Source: an optimization exercise on an open RTL-to-GDS flow (aim: small area). Production flows keep margins and buffers that such runs may drop. At most, simulation tests tie the RTL to the original design; equivalence was not proved. Function not checked in runs 1 and 3: the RTL went through the layout flow alone. Power and IR drop assume default switching activity.

<file path="flow/config.mk">
export PLATFORM = sky130hd
export DESIGN_NAME = Car_Simulator_Top
export DESIGN_NICKNAME = Car_Simulator_Top
export VERILOG_FILES = /design/flow/design.v
export SDC_FILE = /design/flow/constraint.sdc
export NUM_CORES = 4
export LEC_CHECK = 0
export ABC_AREA = 1
export CAP_MARGIN = 20
export CORE_MARGIN = 2
export CORE_UTILIZATION = 40
export SLEW_MARGIN = 20
</file>
<file path="flow/constraint.sdc">
create_clock -name core_clock -period 125.0 [get_ports {CLK}]
set_input_delay 25.0000 -clock core_clock [delete_from_list [all_inputs] [get_ports {CLK}]]
set_output_delay 25.0000 -clock core_clock [all_outputs]
set_load 0.01 [all_outputs]
</file>
<file path="flow/design.v">
module Car_Simulator_Top (
    input CLK,
    input RST,  
    input KEY_1, KEY_2, KEY_3, KEY_4, KEY_5, KEY_6,
    input KEY_7, KEY_8, KEY_9, KEY_STAR, KEY_0, KEY_SHARP,
    input [7:0] DIP_SW,
    output SPI_SCK, SPI_AD, SPI_DIN, input SPI_DOUT,
    output [7:0] SEG_DATA, SEG_COM,
    output PIEZO,
    output [7:0] LED,
    output LCD_RS, LCD_RW, LCD_E, output [7:0] LCD_DATA,
    output [7:0] SEG_1_DATA,
    output SERVO_PWM,
    output [3:0] FC_RED, output [3:0] FC_GREEN, output [3:0] FC_BLUE,
    output [3:0] STEP_MOTOR
);
    function [23:0] add;         
        input [23:0] a, b;
        input ci;
        integer i;
        reg c;
        begin
            c = ci;
            for (i = 0; i < 24; i = i + 1) begin
                add[i] = a[i] ^ b[i] ^ c;
                c = (a[i] & b[i]) | (a[i] & c) | (b[i] & c);
            end
        end
    endfunction
    function ge;                 
        input [23:0] a, b;
        integer i;
        reg c;
        begin
            c = 1'b1;
            for (i = 0; i < 24; i = i + 1)
                c = (a[i] & ~b[i]) | (a[i] & c) | (~b[i] & c);
            ge = c;
        end
    endfunction
    function [15:0] l16; input [15:0] s; l16 = {s[14:0], ~(s[15] ^ s[14] ^ s[12] ^ s[3])}; endfunction
    function [13:0] l14; input [13:0] s; l14 = {s[12:0], ~(s[13] ^ s[4] ^ s[2] ^ s[0])}; endfunction
    function [10:0] l11; input [10:0] s; l11 = {s[9:0], ~(s[10] ^ s[8])}; endfunction
    function [7:0]  l8;  input [7:0] s;  l8  = {s[6:0], ~(s[7] ^ s[5] ^ s[4] ^ s[3])}; endfunction
    function [6:0]  l7;  input [6:0] s;  l7  = {s[5:0], ~(s[6] ^ s[5])}; endfunction
    reg  [7:0] speed;
    reg  [1:0] gear;             
    wire gP = (gear == 2'd0);
    wire gR = (gear == 2'd1);
    wire gN = (gear == 2'd2);
    wire gD = (gear == 2'd3);
    wire spd0 = (speed == 8'd0);
    wire rst = RST | (KEY_8 & spd0 & gP & KEY_STAR & DIP_SW[7]);
    reg jr;                      
    always @(posedge CLK) jr <= rst;
    reg [7:0] c250;
    reg [1:0] c4;
    always @(posedge CLK) begin
        if (rst) begin c250 <= 0; c4 <= 0; end
        else if (c250 == 8'd249) begin c250 <= 0; c4 <= c4 + 1'b1; end
        else c250 <= add(c250, 0, 1'b1);
    end
    wire c0       = (c250 == 8'd0) & ~jr;
    wire tick_1s  = c0;
    wire tick_spd = c0 | (c250 == 8'd125);
    wire tick_scn = c0 | (c250 == 8'd50) | (c250 == 8'd100) | (c250 == 8'd150) | (c250 == 8'd200);
    reg [3:0] pwm;               
    always @(posedge CLK) begin
        if (rst || pwm == 4'd9) pwm <= 0;
        else pwm <= pwm + 1'b1;
    end
    reg [2:0] p;
    always @(posedge CLK) begin
        if (rst || p == 3'd5) p <= 0;
        else p <= p + 1'b1;
    end
    wire sck_rise = (p == 3'd3);
    wire sck_fall = (p == 3'd0) & ~jr;
    reg       spi_t;             
    reg [4:0] bcnt;
    reg       ch, prv;
    reg [7:0] sr;
    reg [7:0] accel_raw;
    reg [1:0] cds_cls;           
    wire spi_done = ~spi_t & (bcnt == 5'd17) & (p == 3'd4);
    always @(posedge CLK) begin
        if (spi_t & sck_rise & (bcnt >= 5'd4) & (bcnt <= 5'd11))
            sr <= {sr[6:0], SPI_DOUT};
    end
    always @(posedge CLK) begin
        if (rst) begin
            spi_t <= 0; bcnt <= 0; ch <= 0; prv <= 0; accel_raw <= 0; cds_cls <= 2'b01;
        end else begin
            if (!spi_t) begin
                if (spi_done) begin
                    if (prv) accel_raw <= sr;
                    else cds_cls <= {ge(sr, 161), ~ge(sr, 150)};
                    prv <= ch;
                    ch <= ~ch;
                end
                if (sck_fall) begin spi_t <= 1; bcnt <= 0; end
            end else if (sck_rise) begin
                bcnt <= bcnt + 1'b1;
                if (bcnt == 5'd16) spi_t <= 0;
            end
        end
    end
    assign SPI_SCK = p[2] | (p[1] & p[0]);
    assign SPI_AD  = ~spi_t;
    assign SPI_DIN = (bcnt == 5'd1) | (bcnt == 5'd7) | (bcnt == 5'd8) | (bcnt == 5'd11) |
                     (bcnt == 5'd12) | ((bcnt == 5'd6) & ch);
    reg [6:0] F;
    reg [1:0] fop;               
    wire F_ge8 = ge(F, 8);
    wire fuel_nz = (fop == 2'd0) ? (F != 7'd0) :
                   (fop == 2'd1) ? (F[6:1] != 6'd0) :
                   (fop == 2'd2) ? ge(F, 9) : 1'b0;
    wire [7:0] accel = fuel_nz ? accel_raw : 8'd0;
    wire accel_active = ge(accel, 11);
    wire [7:0] eff = ge(accel, 6) ? add(accel, ~18'd5, 1'b1) : 8'd0;
    reg [1:0] pst;               
    reg prev_key_0;
    wire engine_on = (pst == 2'd2);
    wire is_off = (pst == 2'd0);
    always @(posedge CLK) begin
        if (rst) begin
            pst <= 0; prev_key_0 <= 0;
        end else if (tick_spd) begin
            prev_key_0 <= KEY_0;
            if (engine_on && !fuel_nz) pst <= 2'd1;
            if (KEY_0 && !prev_key_0) begin
                case (pst)
                    2'd0: begin
                        if (KEY_STAR && gP) pst <= fuel_nz ? 2'd2 : 2'd1;
                        else pst <= 2'd1;
                    end
                    2'd1: begin
                        if (KEY_STAR && gP) begin
                            if (fuel_nz) pst <= 2'd2;
                        end else pst <= 2'd0;
                    end
                    2'd2: if (spd0) pst <= 2'd0;
                    default: ;
                endcase
            end
        end
    end
    reg [1:0] mgl;               
    reg prev_key_6, prev_key_sharp;
    always @(posedge CLK) begin
        if (rst) begin
            gear <= 2'd0; mgl <= 2'd3; prev_key_6 <= 0; prev_key_sharp <= 0;
        end else begin
            prev_key_6 <= KEY_6;
            prev_key_sharp <= KEY_SHARP;
            if (KEY_3 && spd0) gear <= 2'd0;
            else if (KEY_9) gear <= 2'd2;
            else if (DIP_SW[5]) begin
                if (KEY_6 && !prev_key_6) begin
                    if (mgl != 2'd3) mgl <= mgl + 1'b1;
                end else if (KEY_SHARP && !prev_key_sharp) begin
                    if (mgl[1]) mgl <= mgl - 1'b1;
                end
            end else begin
                if (KEY_6) begin
                    if (spd0) gear <= 2'd1;
                end else if (KEY_SHARP) begin
                    if (spd0) gear <= 2'd3;
                end
            end
        end
    end
    reg [1:0] jit;
    reg [7:0] smooth;
    wire eff_ge_sm = ge(eff, smooth);
    wire sm_ge_eff = ge(smooth, eff);
    always @(posedge CLK) begin
        if (rst) begin
            jit <= 0; smooth <= 0;
        end else if (tick_spd) begin
            jit <= jit + 1'b1;
            if (!sm_ge_eff) smooth <= eff;
            else if (!eff_ge_sm) begin
                if (smooth[7:3] != 5'd0) smooth <= {smooth[7:3] - 1'b1, smooth[2:0]};
                else smooth <= eff;
            end
        end
    end
    reg [13:0] rpm;
    reg ess_trig;
    reg [4:0] decel;
    reg [2:0] gear_num;
    wire side = DIP_SW[6];
    wire low_mode = DIP_SW[5];
    wire [7:0] power = (engine_on && gD) ? eff :
                       (engine_on && gR) ? {1'b0, eff[7:1]} : 8'd0;
    wire s_ge180 = ge(speed, 180);
    wire [9:0] radd = s_ge180 ? (side ? 10'd315 : 10'd105) : (side ? 10'd215 : 10'd5);
    wire [9:0] resist = add(speed, radd, 1'b0);
    wire pw_ge = ge(power, resist);
    wire rs_ge = ge(resist, power);
    wire pw_gt = ~rs_ge;
    wire pw_lt = ~pw_ge;
    wire can_up = ~ge(speed, 250) & ~ge(rpm, 7900);
    wire s_gt150 = ge(speed, 151);
    wire s_gt80  = ge(speed, 81);
    reg [4:0] dthr;              
    always @(*) begin
        case (gear_num)
            3'd6: dthr = ge(speed, 170) ? 5'd2 : ge(speed, 140) ? 5'd5 : 5'd20;
            3'd5: dthr = ge(speed, 120) ? 5'd8 : 5'd15;
            3'd4: dthr = 5'd10;
            3'd3: dthr = 5'd6;
            3'd2: dthr = 5'd3;
            3'd1: dthr = 5'd1;
            default: dthr = 5'd0;
        endcase
    end
    wire dec_ok = ge(decel, dthr);
    reg [7:0] sdel;
    reg szero, supd;
    always @(*) begin
        sdel = 8'd0; szero = 1'b0; supd = 1'b0;
        if (KEY_7) begin
            supd = 1'b1;
            if (s_gt150) sdel = 8'hfe;
            else if (s_gt80) sdel = 8'hfc;
            else if (ge(speed, 8)) sdel = 8'hf8;
            else szero = 1'b1;
        end else if (KEY_STAR) begin
            supd = 1'b1;
            if (s_gt150) sdel = 8'hff;
            else if (s_gt80) sdel = 8'hfe;
            else if (ge(speed, 3)) sdel = 8'hfd;
            else szero = 1'b1;
        end else if (pw_gt) begin
            if (gR && ge(speed, 50)) begin
            end else if (low_mode && gD && mgl == 2'd1 && ge(speed, 35)) begin
                if (speed != 8'd35) begin supd = 1'b1; sdel = 8'hff; end
            end else if (low_mode && gD && mgl == 2'd2 && ge(speed, 65)) begin
                if (speed != 8'd65) begin supd = 1'b1; sdel = 8'hff; end
            end else if (low_mode && gD && mgl == 2'd3 && ge(speed, 95)) begin
                if (speed != 8'd95) begin supd = 1'b1; sdel = 8'hff; end
            end else if (can_up) begin
                supd = 1'b1; sdel = 8'h01;
            end
        end else if (pw_lt) begin
            if (side) begin
                if (!spd0 && ge(decel, 2)) begin supd = 1'b1; sdel = 8'hff; end
            end else begin
                if (!spd0 && dec_ok) begin supd = 1'b1; sdel = 8'hff; end
            end
        end
    end
    wire [7:0] spd_next = szero ? 8'd0 : add(speed, sdel, 1'b0);
    always @(posedge CLK) begin
        if (rst) begin
            speed <= 0; ess_trig <= 0; decel <= 0; gear_num <= 3'd1;
        end else if (tick_spd) begin
            if (supd) speed <= spd_next;
            if (KEY_7) begin
                ess_trig <= ge(speed, 51);
            end else if (KEY_STAR) begin
                ess_trig <= 0;
            end else begin
                ess_trig <= 0;
                if (pw_gt) begin
                    decel <= 0;
                end else if (pw_lt) begin
                    if (side) begin
                        if (!spd0) begin
                            if (ge(decel, 2)) decel <= 0;
                            else decel <= decel + 1'b1;
                        end
                    end else begin
                        if (!spd0 && dec_ok) decel <= 0;
                        else decel <= decel + 1'b1;
                    end
                end else begin
                    decel <= 0;
                end
                if (gD) begin
                    if (eff == 8'd0) begin
                        if (!ge(speed, 20)) gear_num <= 3'd1;
                        else if (!ge(speed, 31)) gear_num <= 3'd2;
                        else if (!ge(speed, 50)) gear_num <= 3'd3;
                        else if (!ge(speed, 71)) gear_num <= 3'd4;
                        else if (!ge(speed, 105)) gear_num <= 3'd5;
                        else gear_num <= 3'd6;
                    end else begin
                        case (gear_num)
                            3'd1: if (ge(speed, 25)) gear_num <= 3'd2;
                            3'd2: begin
                                if (!ge(speed, 20)) gear_num <= 3'd1;
                                else if (ge(speed, 36)) gear_num <= 3'd3;
                            end
                            3'd3: begin
                                if (!ge(speed, 31)) gear_num <= 3'd2;
                                else if (ge(speed, 55)) gear_num <= 3'd4;
                            end
                            3'd4: begin
                                if (!ge(speed, 50)) gear_num <= 3'd3;
                                else if (ge(speed, 76)) gear_num <= 3'd5;
                            end
                            3'd5: begin
                                if (!ge(speed, 71)) gear_num <= 3'd4;
                                else if (ge(speed, 110)) gear_num <= 3'd6;
                            end
                            3'd6: if (!ge(speed, 105)) gear_num <= 3'd5;
                            default: gear_num <= 3'd1;
                        endcase
                    end
                    if (low_mode && gear_num > {1'b0, mgl}) gear_num <= {1'b0, mgl};
                end else begin
                    gear_num <= 3'd1;
                end
            end
        end
    end
    wire [9:0] s3 = add({speed, 1'b0}, speed, 1'b0);
    reg [12:0] bx, by;
    always @(*) begin
        case (gear_num)
            3'd1: begin bx = {s3, 4'b0}; by = {speed, 1'b0}; end      
            3'd2: begin bx = {s3, 3'b0}; by = {s3, 1'b0}; end         
            3'd3: begin bx = {speed, 4'b0}; by = {speed, 2'b0}; end   
            3'd4: begin bx = {s3, 2'b0}; by = s3; end                 
            3'd5: begin bx = {s3, 2'b0}; by = 13'd0; end              
            3'd6: begin bx = {s3, 1'b0}; by = s3; end                 
            default: begin bx = 13'd400; by = 13'd0; end
        endcase
    end
    wire [12:0] bh = add(bx, by, 1'b0);
    wire [12:0] bh2 = (~ge(bh, 400) | ge(bh, 5001)) ? 13'd400 : bh;
    wire [12:0] hsum = add(bh2, smooth, jit[1]);
    wire [11:0] pn = ge(accel, 160) ? 12'd4000 : add(12'd800, add({accel, 4'b0}, {accel, 2'b0}, 1'b0), 1'b0);
    always @(*) begin
        if (!engine_on) rpm = 14'd0;
        else if (gP || gN) rpm = {pn[11:2], jit};
        else if (ge(hsum, 4001) || (hsum == 13'd4000 && jit[0])) rpm = 14'd8000;
        else rpm = {hsum, jit[0]};
    end
    function [3:0] a3;           
        input [3:0] d;
        begin
            a3[3] = d[3] | (d[2] & (d[1] | d[0]));
            a3[2] = (d[2] & ~d[1] & ~d[0]) | (d[3] & d[0]);
            a3[1] = (d[1] & ~d[2] & ~d[3]) | (d[2] & d[1] & d[0]) | (d[3] & ~d[0]);
            a3[0] = (d[0] & ~d[2] & ~d[3]) | (d[2] & d[1] & ~d[0]) | (d[3] & ~d[0]);
        end
    endfunction
    function [15:0] bcd13;
        input [12:0] v;
        integer i;
        reg [15:0] b;
        begin
            b = 0;
            for (i = 12; i >= 0; i = i - 1) begin
                b[3:0] = a3(b[3:0]);
                b[7:4] = a3(b[7:4]);
                b[11:8] = a3(b[11:8]);
                b[15:12] = a3(b[15:12]);
                b = {b[14:0], v[i]};
            end
            bcd13 = b;
        end
    endfunction
    function [11:0] bcd8;
        input [7:0] v;
        integer i;
        reg [11:0] b;
        begin
            b = 0;
            for (i = 7; i >= 0; i = i - 1) begin
                b[3:0] = a3(b[3:0]);
                b[7:4] = a3(b[7:4]);
                b[11:8] = a3(b[11:8]);
                b = {b[10:0], v[i]};
            end
            bcd8 = b;
        end
    endfunction
    wire [15:0] rpm_bcd = bcd13(rpm[12:0]);
    wire [6:0] rpm_div100 = add(add({rpm_bcd[15:12], 3'b0}, {rpm_bcd[15:12], 1'b0}, 1'b0), rpm_bcd[11:8], 1'b0);
    reg [12:0] fuel_acc;
    reg [7:0]  temp;
    reg [4:0]  temp_acc;
    reg [16:0] dist_acc;
    reg        odo_p;            
    wire rpm_gt3500 = ge(rpm, 3501);
    reg tact, tup, tclr;
    reg [4:0] tthr;
    always @(*) begin
        tact = 1'b0; tup = 1'b0; tclr = 1'b0; tthr = 5'd20;
        if (engine_on && rpm_gt3500) begin
            tact = ~ge(temp, 130); tup = 1'b1; tthr = 5'd3;
        end else if (engine_on) begin
            if (!ge(temp, 90)) begin tact = 1'b1; tup = 1'b1; tthr = 5'd10; end
            else if (temp != 8'd90) begin tact = 1'b1; tthr = 5'd15; end
            else tclr = 1'b1;
        end else begin
            tact = ge(temp, 26);
        end
    end
    reg dsub;
    wire dact = engine_on & ~spd0;
    reg [16:0] dop;
    reg dstep;
    always @(*) begin
        dstep = dact;
        case (c250)
            8'd246: dop = dsub ? 17'h1d8f0 : {1'b0, speed, 8'b0};
            8'd247: begin dop = {speed, 4'b0}; dstep = dact & ~dsub; end
            8'd248: begin dop = {speed, 2'b0}; dstep = dact & ~dsub; end
            8'd249: begin dop = {speed, 1'b0}; dstep = dact & ~dsub; end
            default: begin dop = 17'd0; dstep = 1'b0; end
        endcase
    end
    always @(posedge CLK) begin
        if (rst) begin
            dist_acc <= 0; dsub <= 0;
        end else begin
            if (c250 == 8'd245) dsub <= ge(dist_acc, 10000);
            if (dstep) dist_acc <= add(dist_acc, dop, 1'b0);
        end
    end
    always @(posedge CLK) begin
        if (rst) begin
            F <= 7'd100; fop <= 0; fuel_acc <= 0; temp <= 8'd25; temp_acc <= 0; odo_p <= 0;
        end else begin
            if (fop == 2'd3) F <= 0;
            else if (fop != 2'd0) F <= add(F, fop[1] ? 7'h78 : 7'h7f, 1'b0);
            fop <= 0;
            odo_p <= 0;
            if (tick_1s) begin
                odo_p <= dact & dsub;
                if (KEY_8) begin
                    fop <= F_ge8 ? 2'd2 : 2'd3;
                end else if (engine_on) begin
                    if (ge(fuel_acc, 5000)) begin
                        if (F != 0) fop <= 2'd1;
                        fuel_acc <= 0;
                    end else
                        fuel_acc <= add(add(fuel_acc, eff, 1'b0), add(rpm_div100, 18'd10, 1'b0), 1'b0);
                end
                if (tact) begin
                    if (ge(temp_acc, tthr)) begin
                        temp <= add(temp, tup ? 8'h01 : 8'hff, 1'b0);
                        temp_acc <= 0;
                    end else temp_acc <= add(temp_acc, 0, 1'b1);
                end else if (tclr) temp_acc <= 0;
            end
        end
    end
    reg [19:0] odo;
    reg [15:0] odo_w;
    function [3:0] dinc;
        input [3:0] d;
        dinc = (d == 4'd9) ? 4'd0 : add(d, 0, 1'b1);
    endfunction
    wire [4:0] o9 = {odo[19:16] == 4'd9, odo[15:12] == 4'd9, odo[11:8] == 4'd9,
                     odo[7:4] == 4'd9, odo[3:0] == 4'd9};
    always @(posedge CLK) begin
        if (rst) begin
            odo <= 0; odo_w <= 0;
        end else if (odo_p) begin
            if (odo_w == 16'h5fee && odo == 20'h67295) begin      
                odo <= 0; odo_w <= 0;
            end else begin
                odo[3:0] <= dinc(odo[3:0]);
                if (o9[0]) odo[7:4] <= dinc(odo[7:4]);
                if (&o9[1:0]) odo[11:8] <= dinc(odo[11:8]);
                if (&o9[2:0]) odo[15:12] <= dinc(odo[15:12]);
                if (&o9[3:0]) odo[19:16] <= dinc(odo[19:16]);
                if (&o9) odo_w <= l16(odo_w);
            end
        end
    end
    reg ess_active;
    reg [1:0] ess_timer;
    always @(posedge CLK) begin
        if (rst) begin
            ess_active <= 0; ess_timer <= 0;
        end else if (ess_trig) begin
            ess_active <= 1; ess_timer <= 2'd3;
        end else if (ess_active) begin
            if (accel_active) begin ess_active <= 0; ess_timer <= 0; end
            else if (ess_timer == 0) ess_active <= 0;
            else if (tick_1s) ess_timer <= ess_timer - 1'b1;
        end
    end
    reg [15:0] blink;
    reg blink_on;
    always @(posedge CLK) begin
        if (rst || blink == 16'h290f) begin
            blink <= 0; blink_on <= 1;
        end else begin
            blink <= l16(blink);
            if (blink == 16'h5801) blink_on <= 0;
        end
    end
    wire led_l = (DIP_SW[0] | DIP_SW[2] | ess_active) & blink_on;
    wire led_r = (DIP_SW[1] | DIP_SW[2] | ess_active) & blink_on;
    reg is_dark;
    always @(posedge CLK) begin
        if (rst) is_dark <= 0;
        else if (cds_cls[0]) is_dark <= 1;
        else if (cds_cls[1]) is_dark <= 0;
    end
    wire head_on = DIP_SW[3] | is_dark;
    wire high_on = head_on & DIP_SW[4];
    wire brake = KEY_7 | KEY_STAR;
    wire pwm70 = ~ge(pwm, 7);
    wire pwm30 = ~ge(pwm, 3);
    wire tail_outer = brake | (head_on & pwm30);
    wire tail_inner = gR ? pwm70 : tail_outer;
    wire [7:0] led_port = {led_l, led_l, tail_outer, tail_inner, tail_inner, tail_outer, led_r, led_r};
    assign LED = engine_on ? led_port : ((led_port & 8'b11000011) | (brake ? 8'b00111100 : 8'b0));
    wire [3:0] fc = engine_on ? {head_on, head_on, high_on, high_on} : 4'd0;
    assign FC_RED = fc;
    assign FC_GREEN = fc;
    assign FC_BLUE = fc;
    reg [10:0] st_cnt;           
    reg st_g900;                 
    reg st_tick;
    reg [7:0] pos;               
    reg [3:0] step_out;
    wire st_wrap = is_off ? (st_cnt == 11'h293) : st_g900;
    always @(posedge CLK) begin
        if (rst) begin
            st_cnt <= 0; st_g900 <= 0; st_tick <= 0;
        end else if (st_wrap) begin
            st_cnt <= 0; st_g900 <= 0; st_tick <= 1;
        end else begin
            st_cnt <= l11(st_cnt); st_tick <= 0;
            if (st_cnt == 11'h69f) st_g900 <= 1;
        end
    end
    wire pos_neg = pos[7];
    wire pos_zero = (pos == 8'd0);
    reg pdn, pmv;
    always @(*) begin
        pdn = 1'b0; pmv = 1'b0;
        if (KEY_4 && !KEY_5) begin pdn = 1'b1; pmv = (pos != 8'hb5); end          
        else if (KEY_5 && !KEY_4) pmv = (pos != 8'd75);                           
        else if (KEY_2) begin pdn = ~pos_neg; pmv = ~pos_zero; end
    end
    wire [3:0] step_dec = {pos[2:0] == 3'd0 || pos[2:0] == 3'd1 || pos[2:0] == 3'd7,
                           pos[2:0] == 3'd1 || pos[2:0] == 3'd2 || pos[2:0] == 3'd3,
                           pos[2:0] == 3'd3 || pos[2:0] == 3'd4 || pos[2:0] == 3'd5,
                           pos[2:0] == 3'd5 || pos[2:0] == 3'd6 || pos[2:0] == 3'd7};
    always @(posedge CLK) begin
        if (rst) begin
            pos <= 0; step_out <= 0;
        end else if (st_tick) begin
            if (pmv) pos <= add(pos, pdn ? 8'hff : 8'h01, 1'b0);
            step_out <= step_dec;
        end
    end
    assign STEP_MOTOR = step_out;
    wire [9:0] sp5 = add({speed, 2'b0}, speed, 1'b0);
    wire [15:0] sp133 = add({speed, 7'b0}, sp5, 1'b0);
    wire [7:0] pw_raw = add(sp133[15:8], 18'd25, 1'b0);
    wire [7:0] pw = ge(pw_raw, 126) ? 8'd125 : pw_raw;
    reg servo;
    always @(posedge CLK) begin
        if (rst) servo <= 0;
        else servo <= (c4 == 2'd0) & ~ge(c250, pw);
    end
    assign SERVO_PWM = servo;
    reg [2:0] scan_idx;
    wire disp_rst = rst | is_off;
    always @(posedge CLK) begin
        if (disp_rst) scan_idx <= 0;
        else if (tick_scn) scan_idx <= scan_idx + 1'b1;
    end
    wire [7:0] rval = DIP_SW[7] ? temp : (engine_on ? speed : 8'd0);
    wire [11:0] r_bcd = bcd8(rval);
    function [7:0] enc;
        input [3:0] d;
        begin
            enc = (d == 4'h0) ? 8'b0011_1111 : (d == 4'h1) ? 8'b0000_0110 :
                  (d == 4'h2) ? 8'b0101_1011 : (d == 4'h3) ? 8'b0100_1111 :
                  (d == 4'h4) ? 8'b0110_0110 : (d == 4'h5) ? 8'b0110_1101 :
                  (d == 4'h6) ? 8'b0111_1101 : (d == 4'h7) ? 8'b0000_0111 :
                  (d == 4'h8) ? 8'b0111_1111 : (d == 4'h9) ? 8'b0110_1111 : 8'b0000_0000;
        end
    endfunction
    reg [3:0] digit;
    reg blank;
    always @(*) begin
        blank = 1'b0;
        case (scan_idx)
            3'd0: digit = r_bcd[3:0];
            3'd1: begin digit = r_bcd[7:4]; blank = (r_bcd[11:4] == 8'd0); end
            3'd2: begin digit = r_bcd[11:8]; blank = (r_bcd[11:8] == 4'd0); end
            3'd3: begin digit = 4'd0; blank = 1'b1; end
            3'd4: digit = rpm_bcd[3:0];
            3'd5: begin digit = rpm_bcd[7:4]; blank = (rpm_bcd[15:4] == 12'd0); end
            3'd6: begin digit = rpm_bcd[11:8]; blank = (rpm_bcd[15:8] == 8'd0); end
            default: begin digit = rpm_bcd[15:12]; blank = (rpm_bcd[15:12] == 4'd0); end
        endcase
    end
    assign SEG_DATA = (disp_rst | blank) ? 8'h00 : enc(digit);
    assign SEG_COM = disp_rst ? 8'hFF : ~(8'd1 << scan_idx);
    wire [2:0] dnum = (DIP_SW[7] && gD) ? gear_num : (gD && low_mode) ? {1'b0, mgl} : 3'd0;
    wire [7:0] seg1 = disp_rst ? 8'h00 :
                      (dnum == 3'd1) ? 8'b0110_0000 : (dnum == 3'd2) ? 8'b1101_1010 :
                      (dnum == 3'd3) ? 8'b1111_0010 : (dnum == 3'd4) ? 8'b0110_0110 :
                      (dnum == 3'd5) ? 8'b1011_0110 : (dnum == 3'd6) ? 8'b0011_1110 :
                      (DIP_SW[7] && gD) ? 8'h00 :
                      gP ? 8'hCE : gR ? 8'h0A : gN ? 8'h2A : 8'h7A;
    assign SEG_1_DATA = seg1;
    reg prev_eng, prev_off;
    reg emsg, kmsg;
    reg [2:0] eph, kph;
    reg [5:0] ecnt, kcnt;
    wire estart = engine_on & ~prev_eng;
    wire kstart = ~is_off & prev_off;
    wire c1 = (c250 == 8'd1);
    wire c126 = (c250 == 8'd126);
    wire ematch = (c4 == eph[2:1]) & (eph[0] ? c126 : c1);
    wire kmatch = (c4 == kph[2:1]) & (kph[0] ? c126 : c1);
    function [5:0] l6; input [5:0] s; l6 = {s[4:0], ~(s[5] ^ s[4])}; endfunction
    always @(posedge CLK) begin
        if (estart) begin eph <= {c4, c126}; ecnt <= 0; end
        else if (ematch) ecnt <= l6(ecnt);
        if (kstart) begin kph <= {c4, c126}; kcnt <= 0; end
        else if (kmatch) kcnt <= l6(kcnt);
    end
    always @(posedge CLK) begin
        if (rst) begin
            prev_eng <= 0; emsg <= 0; prev_off <= 1; kmsg <= 0;
        end else begin
            prev_eng <= engine_on;
            if (!engine_on) emsg <= 0;
            else if (!prev_eng) emsg <= 1;
            else if (ematch && ecnt == 6'h09) emsg <= 0;             
            prev_off <= is_off;
            if (is_off) kmsg <= 0;
            else if (prev_off) kmsg <= 1;
            else if (kmatch && kcnt == 6'h09) kmsg <= 0;
        end
    end
    reg emsg_l, kmsg_l, side_l;
    always @(posedge CLK) begin
        emsg_l <= emsg; kmsg_l <= kmsg; side_l <= side;
    end
    wire off_l = prev_off;
    function [7:0] dch;          
        input [3:0] d;
        dch = {4'h3, d};
    endfunction
    wire [11:0] f_bcd = bcd8({1'b0, F});
    reg [3:0] cidx;
    localparam [127:0] L_ENG  = "   ENGINE ON!   ";
    localparam [127:0] L_KEY  = "    KEY ON      ";
    localparam [127:0] L_ODO  = "ODO: 00000 km   ";
    localparam [127:0] L_SIDE = "   SIDE ON!     ";
    localparam [127:0] L_FUEL = " FUEL:  00 %    ";
    wire [127:0] odo_line = {L_ODO[127:88], 4'h3, odo[19:16], 4'h3, odo[15:12], 4'h3, odo[11:8],
                             4'h3, odo[7:4], 4'h3, odo[3:0], L_ODO[47:0]};
    wire [7:0] warn = ge(F, 15) ? " " : "!";
    wire [127:0] fuel_line = {L_FUEL[127:72], f_bcd[8] ? "1" : " ", 4'h3, f_bcd[7:4], 4'h3, f_bcd[3:0],
                              L_FUEL[47:24], warn, warn, L_FUEL[7:0]};
    wire [127:0] line1 = off_l ? {16{8'h20}} : emsg_l ? L_ENG : kmsg_l ? L_KEY : odo_line;
    wire [127:0] line2 = (off_l || emsg_l || kmsg_l) ? {16{8'h20}} : side_l ? L_SIDE : fuel_line;
    wire [7:0] ch1 = line1[8 * (15 - cidx) +: 8];
    wire [7:0] ch2 = line2[8 * (15 - cidx) +: 8];
    localparam [3:0] S_POW = 0, S_I1 = 1, S_I2 = 2, S_I3 = 3, S_FS = 4, S_DOFF = 5, S_CLR = 6,
                     S_ENT = 7, S_DON = 8, S_IDLE = 9, S_L1C = 10, S_L1W = 11, S_L2C = 12,
                     S_L2W = 13, S_IDLE2 = 14;
    reg [3:0] lst;
    reg [10:0] lcnt;             
    reg lcd_e, lcd_rs;
    reg [7:0] lcd_data;
    wire [10:0] lend = (lst == S_POW) ? 11'h3a7 :                                   
                       (lst == S_I1) ? 11'h77c :                                    
                       (lst == S_I2) ? 11'h3fe :                                    
                       (lst == S_CLR || lst == S_ENT) ? 11'h438 :                   
                       (lst == S_IDLE || lst == S_L1C) ? 11'h027 :                  
                       (lst == S_L1W || lst == S_L2C || lst == S_L2W || lst == S_IDLE2) ? 11'h1fc :  
                       11'h01f;                                                     
    always @(posedge CLK) begin
        if (rst || (prev_off && !is_off)) begin
            lst <= S_POW; lcnt <= 0; cidx <= 0; lcd_e <= 0; lcd_rs <= 0; lcd_data <= 0;
        end else if (lcnt != lend) begin
            lcnt <= l11(lcnt);
            if (lst != S_POW && lcnt == 11'h01f) lcd_e <= 1;           
            else if (lcnt == 11'h7cf) lcd_e <= 0;                      
        end else begin
            lcnt <= 0;
            case (lst)
                S_POW: lst <= S_I1;
                S_I1: begin lcd_rs <= 0; lcd_data <= 8'h30; lst <= S_I2; end
                S_I2: begin lcd_rs <= 0; lcd_data <= 8'h30; lst <= S_I3; end
                S_I3: begin lcd_rs <= 0; lcd_data <= 8'h30; lst <= S_FS; end
                S_FS: begin lcd_rs <= 0; lcd_data <= 8'h38; lst <= S_DOFF; end
                S_DOFF: begin lcd_rs <= 0; lcd_data <= 8'h08; lst <= S_CLR; end
                S_CLR: begin lcd_rs <= 0; lcd_data <= 8'h01; lst <= S_ENT; end
                S_ENT: begin lcd_rs <= 0; lcd_data <= 8'h06; lst <= S_DON; end
                S_DON: begin lcd_rs <= 0; lcd_data <= 8'h0C; lst <= S_IDLE; end
                S_IDLE, S_IDLE2: lst <= S_L1C;
                S_L1C: begin lcd_rs <= 0; lcd_data <= 8'h80; cidx <= 0; lst <= S_L1W; end
                S_L1W: begin
                    lcd_rs <= 1; lcd_data <= ch1;
                    if (cidx != 4'd15) cidx <= cidx + 1'b1; else lst <= S_L2C;
                end
                S_L2C: begin lcd_rs <= 0; lcd_data <= 8'hC0; cidx <= 0; lst <= S_L2W; end
                S_L2W: begin
                    lcd_rs <= 1; lcd_data <= ch2;
                    if (cidx != 4'd15) cidx <= cidx + 1'b1; else lst <= S_IDLE2;
                end
                default: ;
            endcase
        end
    end
    assign LCD_RS = lcd_rs;
    assign LCD_RW = 1'b0;
    assign LCD_E = lcd_e;
    assign LCD_DATA = lcd_data;
    wire rev_on = gR & engine_on;
    reg [5:0] ni;
    reg nw;
    wire [5:0] note_idx = nw ? ((ni == 6'd45) ? 6'd0 : ni + 1'b1) : ni;
    reg [13:0] note_tmr;         
    reg rev_act;
    function in_set;             
        input [5:0] n;
        input [63:0] set;
        in_set = set[n];
    endfunction
    wire [6:0] note_tab =
        in_set(ni, 64'h0000000015000015) ? 7'd38 :                  
        in_set(ni, 64'h000000000a00000a) ? 7'd40 :                  
        in_set(ni, 64'h000008c02008c020) ? 7'd51 :                  
        in_set(ni, 64'h0000000040000040) ? 7'd43 :                  
        in_set(ni, 64'h0000040080300080) ? 7'd48 :                  
        in_set(ni, 64'h0000302300002300) ? 7'd57 :                  
        in_set(ni, 64'h0000000800000800) ? 7'd96 :                  
        in_set(ni, 64'h0000021000821000) ? 7'd76 :                  
        in_set(ni, 64'h0000000000040000) ? 7'd60 : 7'd0;            
    wire note_end = (note_tmr == 14'h14fa);
    always @(posedge CLK) begin
        if (rst || !rev_on) begin
            ni <= 0; nw <= 0; note_tmr <= 0; rev_act <= 0;
        end else begin
            rev_act <= 1;
            ni <= note_idx;
            nw <= note_end;
            note_tmr <= note_end ? 14'd0 : l14(note_tmr);
        end
    end
    wire [6:0] tone_p = note_tab;
    reg [7:0] rev_cnt;
    reg rev_wave;
    always @(posedge CLK) begin
        if (rst || !(rev_act && tone_p != 0)) begin
            rev_wave <= 0; rev_cnt <= 0;
        end else begin
            if (ge(rev_cnt, {tone_p, 1'b0})) rev_cnt <= 0; else rev_cnt <= add(rev_cnt, 0, 1'b1);
            rev_wave <= ~ge(rev_cnt, tone_p[6:2]);
        end
    end
    wire turn_sig = led_l | led_r;
    reg prev_turn;
    reg [7:0] click_cnt;         
    reg click_run, click_act, is_tick;
    wire click_load = (turn_sig != prev_turn) & ~click_run;
    always @(posedge CLK) click_cnt <= click_load ? 8'd0 : l8(click_cnt);
    always @(posedge CLK) begin
        if (rst) begin
            prev_turn <= 0; click_run <= 0; click_act <= 0; is_tick <= 0;
        end else begin
            prev_turn <= turn_sig;
            if (turn_sig != prev_turn) is_tick <= turn_sig;
            if (click_load) click_run <= 1;
            else if (click_cnt == 8'h67) click_run <= 0;                 
            click_act <= click_run;
        end
    end
    reg [5:0] ctone_cnt;
    reg click_wave;
    always @(posedge CLK) begin
        if (rst || !click_act) begin
            click_wave <= 0; ctone_cnt <= 0;
        end else begin
            if (ge(ctone_cnt, is_tick ? 6'd26 : 6'd32)) ctone_cnt <= 0; else ctone_cnt <= ctone_cnt + 1'b1;
            click_wave <= ~ge(ctone_cnt, is_tick ? 6'd3 : 6'd4);
        end
    end
    reg [6:0] horn_cnt;          
    reg horn_lt31;
    reg horn_wave;
    always @(posedge CLK) begin
        if (rst || !KEY_1) begin
            horn_wave <= 0; horn_cnt <= 0; horn_lt31 <= 1;
        end else begin
            if (horn_cnt == 7'h20) begin
                horn_cnt <= 0; horn_lt31 <= 1;
            end else begin
                horn_cnt <= l7(horn_cnt);
                if (horn_cnt == 7'h43) horn_lt31 <= 0;
            end
            horn_wave <= horn_lt31;
        end
    end
    reg [9:0] eng_cnt;
    reg [8:0] eng_per;
    reg eng_wave;
    wire [8:0] q20 = add(add({rpm_div100, 2'b0}, rpm_div100, 1'b0), rpm_bcd[7:5], 1'b0);
    reg corr;
    always @(*) begin
        case (rpm_bcd[3:0])
            4'd3: corr = ge(q20, 358);
            4'd4: corr = ge(q20, 307);
            4'd5: corr = ge(q20, 256);
            4'd6: corr = ge(q20, 204);
            4'd7: corr = ge(q20, 153);
            4'd8: corr = ge(q20, 102);
            4'd9: corr = ge(q20, 51);
            default: corr = 1'b0;
        endcase
        corr = corr & rpm_bcd[4];
    end
    always @(posedge CLK) begin
        if (rst) begin
            eng_wave <= 0; eng_cnt <= 0; eng_per <= 0;
        end else if (engine_on) begin
            eng_per <= add(9'd400, ~q20, ~corr);
            if (ge(eng_cnt, {eng_per, 1'b0})) eng_cnt <= 0; else eng_cnt <= add(eng_cnt, 0, 1'b1);
            eng_wave <= ~ge(eng_cnt, eng_per[8:4]);
        end else begin
            eng_wave <= 0; eng_cnt <= 0;
        end
    end
    assign PIEZO = KEY_1 ? horn_wave :
                   click_act ? click_wave :
                   rev_act ? rev_wave :
                   engine_on ? eng_wave : 1'b0;
endmodule
</file>
<file path="flow/flow/run.sh">
#!/bin/bash
# Own layout flow: the standard synthesis, then the combinational logic is
# re-mapped with a stronger ABC script (every flip-flop of the standard synthesis
# is kept, with its name and cell), then the standard flow from floorplan to
# the final layout, with small port buffers and a clock tree without dummy loads.
set -euo pipefail
W=$PWD
P=${FLOW_PLATFORM:-sky130hd}
LIB=$FLOW_HOME/platforms/$P/lib/sky130_fd_sc_hd__tt_025C_1v80.lib
R=$W/orfs/results/$P/Car_Simulator_Top/base
L=$W/orfs/logs/$P/Car_Simulator_Top/base

# 1. standard synthesis
bash standard.sh synth > $W/log_1_standard_synth.log 2>&1
cp $R/1_2_yosys.v $W/synth_standard.v

# 2. combinational cell models from the liberty file
yosys -q -l $W/log_2_cells.log -p "read_liberty -ignore_miss_func $LIB; write_verilog -noattr $W/allcells.v" > /dev/null 2>&1
python3 $W/flow/comb_cells.py $W/allcells.v $W/comb_cells.v > $W/log_3_comb_cells.log 2>&1

# 3. re-map (same don't-use cells as the standard synthesis)
DU=$(grep -o "abc -script.*" $L/1_2_yosys.log | head -1 | grep -o -- "-dont_use [^ ]*" | tr '\n' ' ' || true)
sed -e "s|{LIB}|$LIB|g" -e "s|{IN}|$W/synth_standard.v|" -e "s|{TOP}|$FLOW_TOP|" \
    -e "s|{CELLS}|$W/comb_cells.v|" -e "s|{ABC}|$W/flow/area.abc|" -e "s|{DONTUSE}|$DU|" \
    -e "s|{STAT}|$W/synth_remap_stat.txt|" -e "s|{OUT}|$W/synth_remap.v|" $W/flow/remap.ys > $W/remap.ys
yosys -l $W/log_4_remap.log -s $W/remap.ys > /dev/null 2>&1
cp $W/synth_remap.v $R/1_2_yosys.v
rm -f $R/1_synth.odb $R/1_synth.sdc

# 4. standard flow from the re-mapped netlist
export BUFFER_PORTS_ARGS="-buffer_cell sky130_fd_sc_hd__buf_1"
export CTS_ARGS="-sink_clustering_enable -repair_clock_nets -dont_use_dummy_load -buf_list sky130_fd_sc_hd__clkbuf_8 -sink_clustering_size 16 -sink_clustering_max_diameter 60"
bash standard.sh finish > $W/log_5_standard_flow.log 2>&1
</file>
<file path="flow/flow/area.abc">
strash
&get -n
&deepsyn -T 90
&put
dch -f
map -a
topo
</file>
<file path="flow/flow/comb_cells.py">
# Keep only the combinational cell models from a Verilog dump of the liberty file.
import re, sys
src = open(sys.argv[1]).read()
mods = re.findall(r'(module\s+(\S+?)\s*\(.*?endmodule)', src, re.S)
keep = [body for body, name in mods
        if not re.search(r'\breg\b|always|\$_DFF|\$_DLATCH|\$dff|\$dlatch|\$_SR', body)]
open(sys.argv[2], 'w').write('\n'.join(keep) + '\n')
print(len(keep), 'combinational cell models of', len(mods))
</file>
<file path="flow/flow/remap.ys">
# Re-map the combinational logic of the standard synthesis; flip-flops are kept as they are.
read_liberty -lib {LIB}
read_verilog {IN}
hierarchy -top {TOP}
techmap -map {CELLS}
techmap
opt -fast -purge
abc -script {ABC} -liberty {LIB} {DONTUSE}
opt_clean -purge
setundef -zero
hilomap -singleton -hicell sky130_fd_sc_hd__conb_1 HI -locell sky130_fd_sc_hd__conb_1 LO
splitnets
opt_clean -purge
insbuf -buf sky130_fd_sc_hd__buf_1 A X
rename -hide w:*.*
opt_clean -purge
check -assert
tee -o {STAT} stat -liberty {LIB}
write_verilog -noattr -nohex -nodec {OUT}
</file>
<file path="flow/standard.sh">
#!/bin/bash
# synth_recipe.tcl (not shown) runs the flow's synth.tcl, then flattens the netlist and writes it again
# the make line also repeats each setting of config.mk as NAME=value (left out here)
make -C /OpenROAD-flow-scripts/flow DESIGN_CONFIG=/design/flow/config.mk WORK_HOME=/design/flow/orfs CLKGATE_MAP_FILE= SYNTH_SCRIPT=/design/flow/synth_recipe.tcl "${@:-finish}"
</file>
==> results of run 1 <==
==> cells in the final DEF, fill, tap and decap left out, types with 38 or more instances in the layout <==
cell,n
nor2_1,682
clkinv_1,621
nand2_1,472
dfxtp_1,338
o21ai_0,258
a21oi_1,243
nor3_1,130
nand3_1,126
buf_1,83
o22ai_1,74
xor2_1,54
nor4_1,38
a31oi_1,38
==> flip-flops by register name (all words and copies together), names as in the netlist, 7 cells and up <==
| name | flops |
|---|---|
| click_cnt | 8 |
| st_cnt | 11 |
| dist_acc | 16 |
| F | 7 |
| c250 | 8 |
| lcd_data | 8 |
| horn_cnt | 7 |
| fuel_acc | 13 |
| temp | 8 |
| blink | 16 |
| odo_w | 16 |
| eng_per | 9 |
| speed | 8 |
| pos | 8 |
| sr | 8 |
| smooth | 8 |
| odo | 20 |
| rev_cnt | 8 |
| accel_raw | 8 |
| lcnt | 11 |
| eng_cnt | 10 |
| note_tmr | 14 |
==> stage by stage <==
step | power (uW) | utilization | cell area, sq um
floorplan | 152.3 | - | 21630
global placement | 165.1 | 0.4253 | 22800
detailed placement | 164.8 | 0.4253 | 22800
CTS | 231.0 | 0.4348 | 23300
global route | 240.5 | 0.4349 | 23310
finish | 228.1 | 0.4350 | 23310
==> critical path, delay by kind of cell <==
kind	cells	cell delay (ns)
AOI/OAI and AO/OA	8	1.64
and+or+nand+nor	12	1.43
buffers and inverters	9	1.39
xor gates and xnor gates	1	0.27
==> final cells by class <==
type	count	area, sq um	area share
tap	696	870.8	0.03735
timing repair buffer	102	454.2	0.01948
inverter	622	2335	0.1001
antenna	4	10.01	0.0004293
sequential	352	7187	0.3083
clock buffer	37	509.2	0.02184
multi-input combinational	2421	11950	0.5125
==> report_power, final <==
part	internal [uW]	leakage (uW)	switching (uW)	total (uW)
logic	13.0	0.00476	30.8	43.8
registers	116	0.00286	3.14	119
clock network	26.4	0.000266	38.6	65.0
total	156	0.00788	72.6	228
==> per-layer routing <==
| metal | up-vias | share of wire |
|---|---|---|
| li1 | 11722 | - |
| met3 | 156 | 0.059 |
| met5 | - | 0 |
| met1 | 10248 | 0.46 |
| met4 | 0 | 0.043 |
| met2 | 679 | 0.44 |
==> how the worst max path moves through the flow <==
stage          startpoint           to  depth (start not counted)
2_1_floorplan    KEY_STAR  SEG_DATA[3]                         12
3_3_place_gp    DIP_SW[7]  SEG_DATA[6]                         32
5_1_grt         DIP_SW[7]  SEG_DATA[3]                         33
3_5_place_dp    DIP_SW[7]  SEG_DATA[6]                         30
4_1_cts         DIP_SW[7]  SEG_DATA[6]                         30
6_report        DIP_SW[7]  SEG_DATA[6]                         30
==> impl_table.tex, run 1 <==
\begin{tabular}{lr}
\hline
Metric & Value \\
\hline
\multicolumn{2}{l}{\textbf{Run status}} \\
Result of the run & no timing/DRC/antenna violations \\
\multicolumn{2}{l}{\textbf{Detailed routing}} \\
Vias per cell & 5.386 \\
First-pass DRT Iterations & 6 \\
Drt drc & 0 \\
Total Wirelength & 64970 microns \\
Remaining antenna violation count & 0 \\
Wirelength per Cell & 15.34 microns \\
Vias post-DR & 22805 \\
Number of DRC markers after the initial detailed-route iteration & 1766 \\
\multicolumn{2}{l}{\textbf{Pwr}} \\
Power density over cell area & 9.784 nW/um\^{}2 \\
Largest voltage drop on the vdd net & 0.00001032 V \\
Static leakage power & 0.007880 uW \\
\multicolumn{2}{l}{\textbf{Setup path}} \\
Category of the worst setup path capture point & output port \\
Count of cells along the worst register-to-register path & 107 \\
Type of the worst setup path & primary input to output port \\
Critical Path Start Type & primary input \\
Setup slack of the worst register-to-register path & 106.78 ns \\
Reg-to-Reg Start & speed[1] \\
Worst endpoint data arrival time & 29.73 ns \\
Worst path required time & 100.00 ns \\
Endpoint of the most critical register-to-register path & fuel\_acc[11] \\
Cell with the biggest individual delay on the critical path & a21boi\_0 \\
Critical Path Fanout Max & 17 \\
CP peak stage delay & 0.38 ns \\
\multicolumn{2}{l}{\textbf{Cells and area}} \\
Area overhead of the layout relative to synthesis & 7.836\% \\
Net count reported at finish & 3559 \\
Final cell count without fillers & 4234 \\
Share of layout cells above drive strength 1 & 0.02660 \\
Fill cell total of the finished layout & 5761 \\
\multicolumn{2}{l}{\textbf{Clocking}} \\
Source-to-sink clock delay at the later pin of the worst-skew pair & 0.62 ns \\
Setup Buffers After CTS & 0 \\
Post-CTS resize count & 0 \\
Clock Pin Slew Worst Setup and Hold Paths & 0.10 ns \\
Deepest level of the CTS H-tree & 2 \\
Clock tree root buffer cell & clkbuf\_8 \\
Clock tree from TritonCTS & yes \\
Hold-fix buffers, CTS & 0 \\
Total CTS buffers & 37 \\
Sink Count & 352 \\
Number of buffers on the longest clock path & 3 \\
\multicolumn{2}{l}{\textbf{STA}} \\
Setup Skew & 0.06712 ns \\
Setup repair after global routing missed its margin & false \\
Count of final setup violators & 0 \\
Headroom to the max-slew limit & 0.3573 \\
Peak clock frequency supported by timing & 18.27 MHz \\
Fraction of the cycle the final worst path needs & 0.4378 \\
Slew at the pin closest to its max-slew limit & 0.9604 ns \\
Count of endpoints failing hold in the final timing report & 0 \\
Setup WS post-layout & 70.27 ns \\
Minimum period implied by the final worst setup slack & 54.73 ns \\
Setup TNS & 0 ns \\
Max-slew violation total from the final report & 0 \\
Hold WS & 0.3424 ns \\
\multicolumn{2}{l}{\textbf{Placed design}} \\
Final weighted congestion in routability-driven placement & 0.9690 \\
Setup slack after placement & 70.32 ns \\
Port bufs & 83 \\
Placed cell count & 4193 \\
DP HPWL & 50120 microns \\
\multicolumn{2}{l}{\textbf{GRT}} \\
GRT met1 Usage & 0.2987 \\
Via count of the first global-routing pass & 21055 \\
Met2 track demand over resource in global routing & 0.3733 \\
Overall global routing resource usage & 0.2286 \\
Remaining global-route overflow & 0 \\
GR Util met3 & 0.03241 \\
Number of antenna violations at the first check in global routing & 2 \\
Largest net degree at the start of global routing & 43 \\
Most used routing layer in global routing & met2 \\
First-pass GRT wire length & 106100 microns \\
\multicolumn{2}{l}{\textbf{Floorplan}} \\
Placeable core region & 53600 sq um \\
Standard-cell row count & 85 \\
Initial Utilization & 0.4034 \\
Total I/O pin count & 87 \\
Height of the die & 236.5 microns \\
Overall die area & 55930 sq um \\
Die X-Extent & 236.5 microns \\
\multicolumn{2}{l}{\textbf{Run}} \\
Count of maximum capacitance violations & 0 \\
\multicolumn{2}{l}{\textbf{Synthesis}} \\
Post-synthesis instance area & 21620 sq um \\
Post-synthesis average cell area & 6.289 sq um \\
Yosys synthesis warning count & 1 \\
Post-Synthesis Cells & 3438 \\
\multicolumn{2}{l}{\textbf{Hold path}} \\
Type of the worst min-delay path & flop to flop \\
Hold\_sp & kmsg \\
Worst hold path cell count & 0 \\
End of the worst hold path & kmsg\_l \\
\hline
\end{tabular}
==> run 2, diff against run 1 <==
--- a/flow/design.v
+++ b/flow/design.v
@@ -387,3 +387,3 @@
     reg [4:0]  temp_acc;
-    reg [16:0] dist_acc;
+    reg [15:0] dist_acc;         
     reg        odo_p;            
@@ -406,3 +406,3 @@
     wire dact = engine_on & ~spd0;
-    reg [16:0] dop;
+    reg [15:0] dop;
     reg dstep;
@@ -411,7 +411,7 @@
         case (c250)
-            8'd246: dop = dsub ? 17'h1d8f0 : {1'b0, speed, 8'b0};
-            8'd247: begin dop = {speed, 4'b0}; dstep = dact & ~dsub; end
-            8'd248: begin dop = {speed, 2'b0}; dstep = dact & ~dsub; end
-            8'd249: begin dop = {speed, 1'b0}; dstep = dact & ~dsub; end
-            default: begin dop = 17'd0; dstep = 1'b0; end
+            8'd246: dop = dsub ? 16'hec78 : {1'b0, speed, 7'b0};     
+            8'd247: begin dop = {speed, 3'b0}; dstep = dact & ~dsub; end
+            8'd248: begin dop = {speed, 1'b0}; dstep = dact & ~dsub; end
+            8'd249: begin dop = {8'b0, speed}; dstep = dact & ~dsub; end
+            default: begin dop = 16'd0; dstep = 1'b0; end
         endcase
@@ -422,3 +422,3 @@
         end else begin
-            if (c250 == 8'd245) dsub <= ge(dist_acc, 10000);
+            if (c250 == 8'd245) dsub <= ge(dist_acc, 5000);
             if (dstep) dist_acc <= add(dist_acc, dop, 1'b0);
--- a/flow/flow/run.sh
+++ b/flow/flow/run.sh
@@ -31,3 +31,3 @@
 export BUFFER_PORTS_ARGS="-buffer_cell sky130_fd_sc_hd__buf_1"
-export CTS_ARGS="-sink_clustering_enable -repair_clock_nets -dont_use_dummy_load -buf_list sky130_fd_sc_hd__clkbuf_8 -sink_clustering_size 16 -sink_clustering_max_diameter 60"
+export CTS_ARGS="-sink_clustering_enable -repair_clock_nets -dont_use_dummy_load -buf_list sky130_fd_sc_hd__clkbuf_16 -sink_clustering_size 30 -sink_clustering_max_diameter 100"
 bash standard.sh finish > $W/log_5_standard_flow.log 2>&1
==> run 2 against run 1 <==
  * Clock power is 2% higher
  * Hold slack better by 0.029 ns
  * Wire length is 1.3% higher
  * Clock skew is 0.0038 ns lower
  * First-iteration DRC count is 0.34% lower
  * Core utilization hardly changed
  * Final cell count is 0.38% higher
  * Clock-buffer cell count is 17 lower
  * Maximum frequency is 1.2% lower
  * Sequential share of layout area is 0.15 points lower
  * Register-to-register slack worse by 1.3 ns
  * Critical endpoint is now SEG_DATA[3]
  * Highest routed layer is now met5
==> impl_table.tex, run 2 <==
\begin{tabular}{lr}
\hline
Metric & Value \\
\hline
\multicolumn{2}{l}{\textbf{Detailed routing}} \\
Vias per cell & 5.388 \\
Drt drc & 0 \\
Total Wirelength & 65850 microns \\
Number of DRC markers after the initial detailed-route iteration & 1760 \\
Vias post-DR & 22899 \\
First-pass DRT Iterations & 8 \\
Wirelength per Cell & 15.49 microns \\
Remaining antenna violation count & 0 \\
\multicolumn{2}{l}{\textbf{Floorplan}} \\
Overall die area & 56220 sq um \\
Standard-cell row count & 85 \\
Height of the die & 237.1 microns \\
Total I/O pin count & 87 \\
Die X-Extent & 237.1 microns \\
Initial Utilization & 0.4039 \\
Placeable core region & 53810 sq um \\
\multicolumn{2}{l}{\textbf{Clocking}} \\
Clock tree from TritonCTS & yes \\
Deepest level of the CTS H-tree & 1 \\
Hold-fix buffers, CTS & 0 \\
Setup Buffers After CTS & 0 \\
Source-to-sink clock delay at the later pin of the worst-skew pair & 0.56 ns \\
Number of buffers on the longest clock path & 3 \\
Sink Count & 352 \\
Clock Pin Slew Worst Setup and Hold Paths & 0.08 ns \\
Post-CTS resize count & 0 \\
Clock tree root buffer cell & clkbuf\_16 \\
Total CTS buffers & 20 \\
\multicolumn{2}{l}{\textbf{STA}} \\
Hold WS & 0.3718 ns \\
Setup WS post-layout & 69.62 ns \\
Max-slew violation total from the final report & 0 \\
Headroom to the max-slew limit & 0.3269 \\
Setup repair after global routing missed its margin & false \\
Slew at the pin closest to its max-slew limit & 0.9991 ns \\
Fraction of the cycle the final worst path needs & 0.4431 \\
Setup TNS & 0 ns \\
Minimum period implied by the final worst setup slack & 55.38 ns \\
Count of final setup violators & 0 \\
Count of endpoints failing hold in the final timing report & 0 \\
Peak clock frequency supported by timing & 18.06 MHz \\
Setup Skew & 0.06335 ns \\
\multicolumn{2}{l}{\textbf{Pwr}} \\
Largest voltage drop on the vdd net & 0.00001072 V \\
Static leakage power & 0.007899 uW \\
Power density over cell area & 11.08 nW/um\^{}2 \\
\multicolumn{2}{l}{\textbf{Cells and area}} \\
Number of flip-flops in the largest register & 20 \\
Area overhead of the layout relative to synthesis & 7.771\% \\
Leading cell types in the layout, fill and taps excluded & 693 x nor2\_1, 608 x clkinv\_1, 523 x nand2\_1, 338 x dfxtp\_1, 260 x o21ai\_0 \\
Largest register by flop count & odo \\
Most common cell after layout, fill and taps aside & nor2\_1 \\
Net count reported at finish & 3578 \\
Share of layout cells above drive strength 1 & 0.02195 \\
Design Area, Final & 23430 sq um \\
\multicolumn{2}{l}{\textbf{GRT}} \\
Overall global routing resource usage & 0.2315 \\
Number of antenna violations at the first check in global routing & 2 \\
Via count of the first global-routing pass & 21059 \\
First-pass GRT wire length & 107500 microns \\
Largest net degree at the start of global routing & 51 \\
Remaining global-route overflow & 0 \\
\multicolumn{2}{l}{\textbf{Setup path}} \\
Cell with the biggest individual delay on the critical path & o32ai\_1 \\
Number of buffers and inverters on the critical path & 6 \\
Critical Path Fanout Max & 17 \\
Type of the worst setup path & primary input to output port \\
CP peak stage delay & 0.44 ns \\
Critical Path Start Type & primary input \\
Cell occurring most often along the worst timing path & o21ai\_0 \\
Worst endpoint data arrival time & 30.38 ns \\
Category of the worst setup path capture point & output port \\
Category of cells accounting for the largest share of critical-path delay & compound AO/OA/AOI/OAI gates \\
Worst path required time & 100.00 ns \\
\multicolumn{2}{l}{\textbf{Synthesis}} \\
Post-Synthesis Cells & 3472 \\
Post-synthesis instance area & 21740 sq um \\
Yosys synthesis warning count & 1 \\
Post-synthesis average cell area & 6.261 sq um \\
\multicolumn{2}{l}{\textbf{Run status}} \\
Result of the run & no timing/DRC/antenna violations \\
\multicolumn{2}{l}{\textbf{Placed design}} \\
Setup slack after placement & 69.72 ns \\
Final weighted congestion in routability-driven placement & 0.9994 \\
Placed cell areas & 22920 sq um \\
DP HPWL & 51220 microns \\
Port bufs & 83 \\
\multicolumn{2}{l}{\textbf{Run}} \\
Count of maximum capacitance violations & 0 \\
\multicolumn{2}{l}{\textbf{Hold path}} \\
Type of the worst min-delay path & flop to flop \\
\hline
\end{tabular}
[run 2: worst paths after layout]
kind | slack [ns] | depth (start not counted) | start | endpoint
min | 0.37 | 0 | kmsg | kmsg_l
max | 69.62 | 29 | DIP_SW[7] | SEG_DATA[3]
min reg2reg | 0.37 | 0 | kmsg | kmsg_l
max reg2reg | 105.48 | 102 | gear_num[2] | fuel_acc[11]
[run 2: per-stage QoR]
step                      std cells    util  total power [uW]
final                          4250  0.4353             259.6
after global routing           4249  0.4353             275.4
after CTS                      4249  0.4353             261.8
after detailed placement       4229  0.4260             195.1
after global placement         4229  0.4260             195.5
after floorplan                3474       -             174.9
[run 2: layout make-up]
type / instances / area (sq um)
fillers: 5826 / 30390
multi-input cells: 2469 / 12120
well taps: 696 / 870.8
inverters: 609 / 2286
diodes: 1 / 2.502
repair buffers: 103 / 461.7
flip-flops and latches: 352 / 7187
clock buffers: 20 / 500.5
[run 2: power by group]
| group | internal, uW | switching [uW] | total (uW) |
|---|---|---|---|
| combinational | 21.4 | 49.2 | 70.6 |
| sequential | 118 | 4.60 | 123 |
| clock | 28.6 | 37.5 | 66.0 |
| total | 168 | 91.2 | 260 |
[run 2: layer usage]
metal / track usage / up-vias / wire length, microns
met2: 0.3796 / 655 / 29060
li1: - / 11834 / -
met4: 0.08176 / 4 / 2318
met1: 0.3059 / 10263 / 30090
met5: 0 / - / 22
met3: 0.04069 / 143 / 4349
==> run 3, diff against run 2 <==
--- a/flow/design.v
+++ b/flow/design.v
@@ -811,16 +811,5 @@
     wire [8:0] q20 = add(add({rpm_div100, 2'b0}, rpm_div100, 1'b0), rpm_bcd[7:5], 1'b0);
-    reg corr;
-    always @(*) begin
-        case (rpm_bcd[3:0])
-            4'd3: corr = ge(q20, 358);
-            4'd4: corr = ge(q20, 307);
-            4'd5: corr = ge(q20, 256);
-            4'd6: corr = ge(q20, 204);
-            4'd7: corr = ge(q20, 153);
-            4'd8: corr = ge(q20, 102);
-            4'd9: corr = ge(q20, 51);
-            default: corr = 1'b0;
-        endcase
-        corr = corr & rpm_bcd[4];
-    end
+    wire [4:0] r20 = rpm_bcd[4] ? 5'd10 : 5'd0;
+    wire [5:0] rsum = add(add(r20, rpm_bcd[3:0], 1'b0), rpm[12:10], 1'b0);
+    wire corr = ge(rsum, 20);
     always @(posedge CLK) begin
==> flow/flow/run.sh (replaced) <==
#!/bin/bash
# Own layout flow: the standard synthesis, then the combinational logic is
# re-mapped with a stronger ABC script (every flip-flop of the standard synthesis
# is kept, with its name and cell; four seeds are tried and the smallest result is
# used), then the standard flow from floorplan to the final layout, with small
# port buffers and a clock tree of small buffers without dummy loads.
set -euo pipefail
W=$PWD
P=${FLOW_PLATFORM:-sky130hd}
LIB=$FLOW_HOME/platforms/$P/lib/sky130_fd_sc_hd__tt_025C_1v80.lib
R=$W/orfs/results/$P/Car_Simulator_Top/base
L=$W/orfs/logs/$P/Car_Simulator_Top/base
T=240

# 1. standard synthesis
bash standard.sh synth > $W/log_1_standard_synth.log 2>&1
cp $R/1_2_yosys.v $W/synth_standard.v

# 2. combinational cell models from the liberty file
yosys -q -l $W/log_2_cells.log -p "read_liberty -ignore_miss_func $LIB; write_verilog -noattr $W/allcells.v" > /dev/null 2>&1
python3 $W/flow/comb_cells.py $W/allcells.v $W/comb_cells.v > $W/log_3_comb_cells.log 2>&1

# 3. re-map with four seeds in parallel (same don't-use cells as the standard synthesis)
DU=$(grep -o "abc -script.*" $L/1_2_yosys.log | head -1 | grep -o -- "-dont_use [^ ]*" | tr '\n' ' ' || true)
for S in 1 2 3 4; do
  sed -e "s|{T}|$T|" -e "s|{SEED}|$S|" $W/flow/area.abc > $W/area_$S.abc
  sed -e "s|{LIB}|$LIB|g" -e "s|{IN}|$W/synth_standard.v|" -e "s|{TOP}|$FLOW_TOP|" \
      -e "s|{CELLS}|$W/comb_cells.v|" -e "s|{ABC}|$W/area_$S.abc|" -e "s|{DONTUSE}|$DU|" \
      -e "s|{STAT}|$W/synth_remap_stat_$S.txt|" -e "s|{OUT}|$W/synth_remap_$S.v|" $W/flow/remap.ys > $W/remap_$S.ys
  (yosys -l $W/log_4_remap_$S.log -s $W/remap_$S.ys > /dev/null 2>&1 || rm -f $W/synth_remap_$S.v) &
done
wait
BEST=""; BESTA=""
for S in 1 2 3 4; do
  if [[ -s $W/synth_remap_$S.v ]]; then
    A=$(grep "Chip area" $W/synth_remap_stat_$S.txt | awk '{print $NF}')
    echo "seed $S: $A" >> $W/log_5_choice.log
    if [[ -z "$BEST" ]] || python3 -c "import sys; sys.exit(0 if $A < $BESTA else 1)"; then BEST=$S; BESTA=$A; fi
  fi
done
if [[ -n "$BEST" ]]; then
  echo "using seed $BEST ($BESTA)" >> $W/log_5_choice.log
  cp $W/synth_remap_$BEST.v $W/synth_remap.v
  cp $W/synth_remap.v $R/1_2_yosys.v
  rm -f $R/1_synth.odb $R/1_synth.sdc
else
  echo "no re-mapped netlist; keeping the standard synthesis" >> $W/log_5_choice.log
fi

# 4. standard flow from the (re-mapped) netlist
export BUFFER_PORTS_ARGS="-buffer_cell sky130_fd_sc_hd__buf_1"
export CTS_ARGS="-sink_clustering_enable -repair_clock_nets -dont_use_dummy_load -buf_list {sky130_fd_sc_hd__clkbuf_4 sky130_fd_sc_hd__clkbuf_8} -sink_clustering_size 10 -sink_clustering_max_diameter 40"
bash standard.sh finish > $W/log_6_standard_flow.log 2>&1
==> flow/flow/area.abc (replaced) <==
strash
&get -n
&deepsyn -T {T} -S {SEED}
&put
&get -n
&dch -f
&nf -a -R 1000
&put
topo
--- a/flow/config.mk
+++ b/flow/config.mk
@@ -10,3 +10,3 @@
 export CORE_MARGIN = 2
-export CORE_UTILIZATION = 40
+export CORE_UTILIZATION = 65
 export SLEW_MARGIN = 20
==> run 3 against run 2 <==
  * Still clean
  * Die area shrank 40%
  * Cell area decreased by 4.4%
  * Combinational power decreased by 26%
  * Clock-buffer cell count is 30 higher
  * Clock power up 13%
  * Wire length decreased by 9.3%
  * Sequential power about the same
  * Final cell count is 23% lower
  * Worst setup slack better by 0.24 ns
  * Non-clock buffer count decreased by 2
  * First-iteration DRC count rose by 24%
  * Core utilization rose by 27 points
  * Critical path type unchanged
==> impl_table.tex, run 3 <==
\begin{tabular}{lr}
\hline
Metric & Value \\
\hline
\multicolumn{2}{l}{\textbf{Setup path}} \\
Endpoint of the most critical register-to-register path & fuel\_acc[11] \\
Critical Path Start Type & primary input \\
Worst endpoint data arrival time & 30.14 ns \\
Critical Path Source & DIP\_SW[7] \\
Reg-to-Reg Start & gear\_num[0] \\
Category of the worst setup path capture point & output port \\
Type of the worst setup path & primary input to output port \\
Worst path required time & 100.00 ns \\
Setup slack of the worst register-to-register path & 104.04 ns \\
Count of cells along the worst register-to-register path & 75 \\
Critical Path Fanout Max & 21 \\
\multicolumn{2}{l}{\textbf{STA}} \\
Minimum period implied by the final worst setup slack & 55.14 ns \\
Max-slew violation total from the final report & 0 \\
Setup repair after global routing missed its margin & false \\
Count of final setup violators & 0 \\
Peak clock frequency supported by timing & 18.13 MHz \\
Setup TNS & 0 ns \\
Count of endpoints failing hold in the final timing report & 0 \\
Slew at the pin closest to its max-slew limit & 1.043 ns \\
Setup Skew & 0.09615 ns \\
Headroom to the max-slew limit & 0.3040 \\
Fraction of the cycle the final worst path needs & 0.4411 \\
Setup WS post-layout & 69.86 ns \\
\multicolumn{2}{l}{\textbf{Detailed routing}} \\
Remaining antenna violation count & 0 \\
First-pass DRT Iterations & 6 \\
Wirelength per Cell & 18.24 microns \\
Drt drc & 0 \\
Vias per cell & 6.524 \\
Total Wirelength & 59740 microns \\
Number of DRC markers after the initial detailed-route iteration & 2186 \\
Vias post-DR & 21371 \\
\multicolumn{2}{l}{\textbf{Floorplan}} \\
Placeable core region & 31640 sq um \\
Total I/O pin count & 87 \\
Height of the die & 183.2 microns \\
Overall die area & 33580 sq um \\
Standard-cell row count & 65 \\
Initial Utilization & 0.6601 \\
Die X-Extent & 183.2 microns \\
\multicolumn{2}{l}{\textbf{GRT}} \\
Remaining global-route overflow & 0 \\
Number of antenna violations at the first check in global routing & 1 \\
Overall global routing resource usage & 0.3527 \\
First-pass GRT wire length & 97120 microns \\
Largest net degree at the start of global routing & 57 \\
Via count of the first global-routing pass & 19526 \\
\multicolumn{2}{l}{\textbf{Placed design}} \\
DP HPWL & 43570 microns \\
Setup slack after placement & 69.95 ns \\
Final weighted congestion in routability-driven placement & 0.9968 \\
Port bufs & 83 \\
\multicolumn{2}{l}{\textbf{Pwr}} \\
Static leakage power & 0.007817 uW \\
Largest voltage drop on the vdd net & 0.000009480 V \\
Power density over cell area & 11.15 nW/um\^{}2 \\
Total power draw & 249.6 uW \\
\multicolumn{2}{l}{\textbf{Clocking}} \\
Sink Count & 352 \\
Number of buffers on the longest clock path & 3 \\
Post-CTS resize count & 0 \\
Clock tree root buffer cell & clkbuf\_8 \\
Total CTS buffers & 50 \\
Hold-fix buffers, CTS & 0 \\
Clock tree from TritonCTS & yes \\
Source-to-sink clock delay at the later pin of the worst-skew pair & 0.67 ns \\
Clock Pin Slew Worst Setup and Hold Paths & 0.06 ns \\
Setup Buffers After CTS & 0 \\
Deepest level of the CTS H-tree & 2 \\
\multicolumn{2}{l}{\textbf{Cells and area}} \\
Fill cell total of the finished layout & 2616 \\
Area overhead of the layout relative to synthesis & 7.201\% \\
Leading cell types in the layout, fill and taps excluded & 341 x nor2\_1, 338 x dfxtp\_1, 316 x nand2\_1, 222 x a21oi\_1, 216 x o21ai\_0 \\
Number of flip-flops in the largest register & 20 \\
Largest register by flop count & odo \\
Most common cell after layout, fill and taps aside & nor2\_1 \\
Net count reported at finish & 2897 \\
Share of layout cells above drive strength 1 & 0.02437 \\
\multicolumn{2}{l}{\textbf{Synthesis}} \\
Post-synthesis average cell area & 7.558 sq um \\
Post-Synthesis Cells & 2763 \\
Post-synthesis instance area & 20880 sq um \\
Yosys synthesis warning count & 1 \\
\multicolumn{2}{l}{\textbf{Hold path}} \\
Worst hold path cell count & 0 \\
Hold\_sp & kmsg \\
End of the worst hold path & kmsg\_l \\
Type of the worst min-delay path & flop to flop \\
\multicolumn{2}{l}{\textbf{Run status}} \\
Result of the run & no timing/DRC/antenna violations \\
\multicolumn{2}{l}{\textbf{Run}} \\
Count of maximum capacitance violations & 0 \\
\hline
\end{tabular}
run 3: report_power, final:
part / internal (uW) / switching (uW)
Clock: 35.1 / 39.8
Combinational: 18.3 / 33.7
Sequential: 117 / 5.28
run 3: per-stage QoR:
step                      instance area [sq um]    util  instances  hold slack (ns)
after CTS                                 22380  0.7075       3274           0.3540
after global routing                      22380  0.7075       3274           0.3573
final                                     22390  0.7077       3276           0.3529
after global placement                    21690  0.6857       3224           0.3371
after floorplan                           20890       -       2765           0.3304
after detailed placement                  21690  0.6857       3224           0.3425
run 3: cell type report:
class / count / area [sq um] / area share
multi-input combinational: 2297 / 13290 / 0.5935
sequential: 352 / 7187 / 0.3210
clock buffer: 50 / 688.2 / 0.03074
tap: 402 / 503.0 / 0.02247
timing repair buffer: 101 / 446.7 / 0.01995
inverter: 72 / 270.3 / 0.01207
antenna: 2 / 5.005 / 0.0002236
run 3: worst max-delay path, cell delays in order:
cell and delay [ns]:
buf_1 0.09, buf_4 0.29, mux2i_1 0.34, or2_0 0.35
and2_0 0.23, o21ai_0 0.11, a21oi_1 0.32, nor3_1 0.09
or3_1 0.42, a21oi_1 0.34, o21bai_1 0.26, and2_0 0.24
nor2_1 0.06, o31ai_1 0.40, o21ai_0 0.18, a221oi_1 0.59
or2_0 0.23, nor2_1 0.08, or2_0 0.24, a21oi_1 0.12
buf_1 0.17
run 3: how the worst max path moves through the flow:
stage | endpoint
after CTS | SEG_DATA[5]
final | SEG_DATA[6]
after global routing | SEG_DATA[5]
after floorplan | SEG_DATA[3]
after global placement | SEG_DATA[6]
after detailed placement | SEG_DATA[6]
run 3: routing by layer:
| metal | global-route usage | routed length [microns] |
|---|---|---|
| met1 | 0.4614 | 25270 |
| met2 | 0.5668 | 26730 |
| met3 | 0.05818 | 4893 |
| met4 | 0.1738 | 2845 |
| met5 | 0 | 0 |
